What follows belongs to an exercise in optimizing a design on an open flow for small area, a short achievable clock period and few clock cycles; a production flow would make more cautious choices. Function was checked by simulation only, so behaviour that the tests miss may differ from the original.

Setup of v6:
## UT_TOP
module UT_TOP (
    clk, rst_n, in_valid, in_time,
    out_valid, out_display, out_day
);
input clk, rst_n, in_valid;
input [30:0] in_time;
output reg out_valid;
output reg [3:0] out_display;
output reg [2:0] out_day;
reg [4:0] cnt;
wire idle = (cnt == 5'd0);
reg [9:0]  R1;     
reg [15:0] S;      
reg [6:0]  LO;     
reg [1:0]  QD;     
reg [2:0]  W;      
reg        gt, lt; 
reg [10:0] R2;
reg [4:0]  Y;      
reg [1:0]  YO;     
reg [1:0]  HH;
reg [3:0]  MO;
reg [4:0]  DY;
wire [11:0] x1 = {R1, S[15:14]};
wire        c1a = (x1 >= 12'd675), c1b = (x1 >= 12'd1350), c1c = (x1 >= 12'd2025);
wire [1:0]  q1 = c1c ? 2'd3 : c1b ? 2'd2 : c1a ? 2'd1 : 2'd0;
wire [11:0] r1n = c1c ? x1 - 12'd2025 : c1b ? x1 - 12'd1350 : c1a ? x1 - 12'd675 : x1;
wire [12:0] x2 = {R2, QD};
wire        c2a = (x2 >= 13'd1461), c2b = (x2 >= 13'd2922), c2c = (x2 >= 13'd4383);
wire [1:0]  q2 = c2c ? 2'd3 : c2b ? 2'd2 : c2a ? 2'd1 : 2'd0;
wire [12:0] r2n = c2c ? x2 - 13'd4383 : c2b ? x2 - 13'd2922 : c2a ? x2 - 13'd1461 : x2;
reg [2:0] wn;
always @(*) begin
    case ({W, q1})
        5'd0: wn = 3'd0;   5'd1: wn = 3'd1;   5'd2: wn = 3'd2;   5'd3: wn = 3'd3;
        5'd4: wn = 3'd4;   5'd5: wn = 3'd5;   5'd6: wn = 3'd6;   5'd7: wn = 3'd0;
  ...
Size: roughly 93 flip-flops, about 42 I/O pins.
==> flow/config.mk <==
export PLATFORM = sky130hd
export DESIGN_NAME = UT_TOP
export DESIGN_NICKNAME = UT_TOP
export VERILOG_FILES = /design/flow/design.v
export SDC_FILE = /design/flow/constraint.sdc
export NUM_CORES = 4
export LEC_CHECK = 0
export ABC_AREA = 0
export ABC_CLOCK_PERIOD_IN_PS = 2500
export CAP_MARGIN = 20
export CORE_MARGIN = 2
export CORE_UTILIZATION = 60
export SETUP_SLACK_MARGIN = 5
export SLEW_MARGIN = 20
==> flow/constraint.sdc <==
create_clock -name core_clock -period 9.0 [get_ports {clk}]
set_input_delay 1.8000 -clock core_clock [delete_from_list [all_inputs] [get_ports {clk}]]
set_output_delay 1.8000 -clock core_clock [all_outputs]
set_load 0.01 [all_outputs]
run.sh (not shown) runs the stock make flow with config.mk's settings and CLKGATE_MAP_FILE= SYNTH_SCRIPT=/design/flow/synth_recipe.tcl, a recipe that flattens the netlist after the stock synthesis.
v6 | stages: all done | timing, DRC, antenna: all pass
Testbench counts of v6, summed over its fixed seeds: cycles 11,768.
Input changes introduced in v7 (baseline for comparison: v6):
- ABC_AREA changed from 0 to 1
- ABC_CLOCK_PERIOD_IN_PS removed (was 2500)
## What came out
- v7 reports its startpoint of the worst setup timing path as R1[2]$_DFFE_PP_ while v6 reports cnt[1]$_DFFE_PN0P_.
- v7: global-route usage is 1.4 points lower than what v6 reported.
- Delta (v7 minus v6): met2 demand-to-capacity share in global routing decreased by 0.37 points relative to the old numbers; hold slack stayed essentially flat; sum of routed wire length over all layers higher.
- The synthesized cell count number comes out higher for v7 vs v6.

UT_TOP, a different RTL version from the one above (not shown whole).
For scale: ~940 cells after synthesis, roughly 42 I/O pins.
Settings: LEC_CHECK=0, ABC_AREA=1, CAP_MARGIN=20, CORE_MARGIN=2, CORE_UTILIZATION=60, SETUP_SLACK_MARGIN=5, SLEW_MARGIN=20; clock period 9.0 ns.
standard.sh (not shown) runs the stock make flow with config.mk's settings and CLKGATE_MAP_FILE= SYNTH_SCRIPT=/design/flow/synth_recipe.tcl, a recipe that flattens the netlist after the stock synthesis.
==> flow/flow/run.sh <==
#!/bin/bash
# Standard layout, except:
#  - synthesis maps adders and comparators through ABC (no full/half-adder
#    cell extraction), with a stronger area-oriented ABC script
#    (flow/abc_area.script, used in place of ORFS's abc_area.script);
#  - port buffers are plain buf_1 cells (resized later where timing needs it);
#  - clock tree synthesis adds no dummy loads;
#  - timing repair aims for 2.5 ns paths.
set -euo pipefail
rm -rf scripts_local
cp -r "$FLOW_HOME/scripts" scripts_local
cp flow/abc_area.script scripts_local/abc_area.script
bash standard.sh "SCRIPTS_DIR=$PWD/scripts_local" ADDER_MAP_FILE= SETUP_SLACK_MARGIN=6.5 \
  "BUFFER_PORTS_ARGS=-buffer_cell sky130_fd_sc_hd__buf_1" \
  "CTS_ARGS=-sink_clustering_enable -repair_clock_nets -dont_use_dummy_load" \
  finish > flow_make.log 2>&1
==> flow/flow/abc_area.script <==
strash
&get -n
&fraig -x
&put
scorr
dc2
strash
&get -n
&dch -f
&nf -R 1000
&put
topo
stime -c
buffer -c
upsize -c
dnsize -c
The baseline ran to the end with no violations.
Testbench counts at the start, summed over its fixed seeds: cycles 11,768.
Then changed:
--- a/flow/flow/run.sh
+++ b/flow/flow/run.sh
@@ -7,3 +7,3 @@
 #  - clock tree synthesis adds no dummy loads;
-#  - timing repair aims for 2.5 ns paths.
+#  - timing repair aims for 2.57 ns paths.
 set -euo pipefail
@@ -12,3 +12,3 @@
 cp flow/abc_area.script scripts_local/abc_area.script
-bash standard.sh "SCRIPTS_DIR=$PWD/scripts_local" ADDER_MAP_FILE= SETUP_SLACK_MARGIN=6.5 \
+bash standard.sh "SCRIPTS_DIR=$PWD/scripts_local" ADDER_MAP_FILE= SETUP_SLACK_MARGIN=6.43 \
   "BUFFER_PORTS_ARGS=-buffer_cell sky130_fd_sc_hd__buf_1" \
==> flow/flow/abc_area.script (replaced) <==
strash
&get -n
&fraig -x
&put
scorr
dc2
dc2
strash
dch -f
map {D}
topo
stime -c
buffer -c
upsize -c
dnsize -c
Settings changed: ABC_CLOCK_PERIOD_IN_PS set to 1500.
Outcome:
- maximum frequency is higher by 26%
- hold slack got worse by 0.038 ns
- routed wire length is lower by 14%
Then changed:
==> flow/flow/abc_area.script (replaced) <==
strash
&get -n
&fraig -x
&put
scorr
dc2
strash
dch -f
&get -n
&dch -f
&nf {D} -R 1000
&put
topo
stime -c
buffer -c
upsize -c
dnsize -c
What happened: Global-route usage is higher by 4.3 points. Critical path depth is lower by 3. Die area is lower by a few percent. Final area is higher by a little under a tenth. Cell count is lower by a few percent. Non-clock buffer count is higher by 81.
Then changed:
==> flow/flow/run.sh (replaced) <==
#!/bin/bash
# Standard layout, except that synthesis maps adders and comparators through ABC
# (no full/half-adder cell extraction), and timing repair aims for 2.5 ns paths.
set -euo pipefail
bash standard.sh ADDER_MAP_FILE= SETUP_SLACK_MARGIN=6.5 finish > flow_make.log 2>&1
Settings changed: ABC_CLOCK_PERIOD_IN_PS 1500 to not set.
removed: flow/flow/abc_area.script
Result: Synthesized area rose by 11%. Non-clock buffer count fell by 84. Worst setup slack is better by 0.36 ns. Flip-flop and latch count does not change. Worst hold slack is worse by 0.039 ns. Utilization fell by 7.1 points. First-iteration DRC count fell by about 19%. Global-route usage fell by 3.5 points.

Setup of fjord:
Another version of the RTL of UT_TOP (not shown whole).
For scale: about 980 cells after synthesis, about 79 flip-flops, about 42 I/O pins, about 0.0065 mm^2 of cells after synthesis.
Settings: LEC_CHECK=0, ABC_AREA=1, ABC_CLOCK_PERIOD_IN_PS=1500, CAP_MARGIN=20, CORE_MARGIN=2, CORE_UTILIZATION=60, SETUP_SLACK_MARGIN=5, SLEW_MARGIN=20; clock period 9.0 ns.
==> flow/flow/run.sh <==
#!/bin/bash
# Standard layout, except:
#  - synthesis maps adders and comparators through ABC (no full/half-adder
#    cell extraction), with a stronger area-oriented ABC script
#    (flow/abc_area.script, used in place of ORFS's abc_area.script);
#  - port buffers are plain buf_1 cells (resized later where timing needs it);
#  - clock tree synthesis adds no dummy loads;
#  - timing repair aims for 2.67 ns paths.
set -euo pipefail
rm -rf scripts_local
cp -r "$FLOW_HOME/scripts" scripts_local
cp flow/abc_area.script scripts_local/abc_area.script
bash standard.sh "SCRIPTS_DIR=$PWD/scripts_local" ADDER_MAP_FILE= SETUP_SLACK_MARGIN=6.33 \
  "BUFFER_PORTS_ARGS=-buffer_cell sky130_fd_sc_hd__buf_1" \
  "CTS_ARGS=-sink_clustering_enable -repair_clock_nets -dont_use_dummy_load -root_buf sky130_fd_sc_hd__clkbuf_16 -buf_list sky130_fd_sc_hd__clkbuf_8" \
  finish > flow_make.log 2>&1
==> flow/flow/abc_area.script <==
strash
&get -n
&fraig -x
&put
scorr
dc2
dc2
strash
dch -f
map {D}
topo
stime -c
buffer -c
upsize -c
dnsize -c
Testbench counts of fjord, summed over its fixed seeds: cycles 11,768.
> inputs changed (fjord -> onyx)
-- flow/flow/run.sh --
<<< fjord, line 14
  "BUFFER_PORTS_ARGS=-buffer_cell sky130_fd_sc_hd__buf_1" \
  "CTS_ARGS=-sink_clustering_enable -repair_clock_nets -dont_use_dummy_load -root_buf sky130_fd_sc_hd__clkbuf_16 -buf_list sky130_fd_sc_hd__clkbuf_8" \
  finish > flow_make.log 2>&1
>>> onyx, line 14
  "BUFFER_PORTS_ARGS=-buffer_cell sky130_fd_sc_hd__buf_1" \
  "CTS_ARGS=-sink_clustering_enable -repair_clock_nets -dont_use_dummy_load" \
  finish > flow_make.log 2>&1
--- outcome ---
- onyx -> fjord: number of buffers added to fix hold violations after cts delta 0, exact match
- onyx ends up with higher wire length of the first global-routing pass than fjord does.
- Delta (onyx minus fjord): portion of the clock cycle consumed by the worst path in the final layout now larger, first-pass iteration count of the detailed router now smaller, post-cts resize count now larger, wire length now smaller.
- Hold slack, fjord and onyx, higher one = onyx.
- For the final critical path time including I/O delays and setup, onyx came in 0.028 ns higher than fjord did.
- The higher met2 usage came out of onyx.
> inputs changed (onyx -> cedar)
-- flow/flow/run.sh --
<<< onyx, line 7
#  - clock tree synthesis adds no dummy loads;
#  - timing repair aims for 2.67 ns paths.
set -euo pipefail
>>> cedar, line 7
#  - clock tree synthesis adds no dummy loads;
set -euo pipefail
<<< onyx, line 12
cp flow/abc_area.script scripts_local/abc_area.script
bash standard.sh "SCRIPTS_DIR=$PWD/scripts_local" ADDER_MAP_FILE= SETUP_SLACK_MARGIN=6.33 \
  "BUFFER_PORTS_ARGS=-buffer_cell sky130_fd_sc_hd__buf_1" \
>>> cedar, line 11
cp flow/abc_area.script scripts_local/abc_area.script
bash standard.sh "SCRIPTS_DIR=$PWD/scripts_local" ADDER_MAP_FILE= \
  "BUFFER_PORTS_ARGS=-buffer_cell sky130_fd_sc_hd__buf_1" \
Results
Compared with onyx, cedar supports a lower clock frequency.
When cedar is set beside onyx, its number of global-route vias before repair turns out to be 108 smaller.
Proportion of final cell area spent on non-clock buffers | cedar below onyx
Per the comparison of cedar with onyx, number of standard cells after synthesis level, cell area moved down, largest fanout on the critical path moved up.
[compare] base=onyx new=cedar: final layout net count now smaller, final cell utilization of the core now smaller.

## separate check: timing with driven ports
The results above use ideal ports. As a check the final layouts listed here were re-extracted and re-timed, cells and wires unchanged. Step 1: set_driving_cell puts a clkbuf_16 on clk and a buf_2 on each other input, an assumption about the parent block. Step 2 moves the port delays by t, midway between the first and last clock arrival at a register: inputs arrive t later, outputs are due t later. That takes back most of the time a late clock gives input paths. Slacks: ideal / step 1 / step 2; pairs: ideal / step 1.
| run | t (ns) | slack for setup (ns) | worst slew at a driven data input, ns |
|---|---|---|---|
| v6 | 0.394 | 5.218 / 5.218 / 5.218 | 0.05 |
| v7 | 0.393 | 5.369 / 5.369 / 5.369 | 0.04 |
| the first run of note 2 | 0.411 | 5.687 / 5.687 / 5.687 | 0.05 |
| the second run of note 2 | 0.385 | 6.379 / 6.379 / 6.354 | 0.04 |
| the third run of note 2 | 0.403 | 6.062 / 6.062 / 6.062 | 0.04 |
| the fourth run of note 2 | 0.388 | 6.424 / 6.383 / 6.288 | 0.04 |
| fjord | 0.379 | 6.361 / 6.319 / 6.477 | 0.04 |
| onyx | 0.394 | 6.333 / 6.294 / 6.404 | 0.04 |
| cedar | 0.394 | 5.665 / 5.665 / 5.665 | 0.04 |
After both steps every run listed still meets setup and hold. For the fourth run of note 2, which loses most, drivers alone change the setup slack by -0.041 ns; drivers and shift together by -0.136 ns. The worst setup slack also covers recovery checks on asynchronous resets.
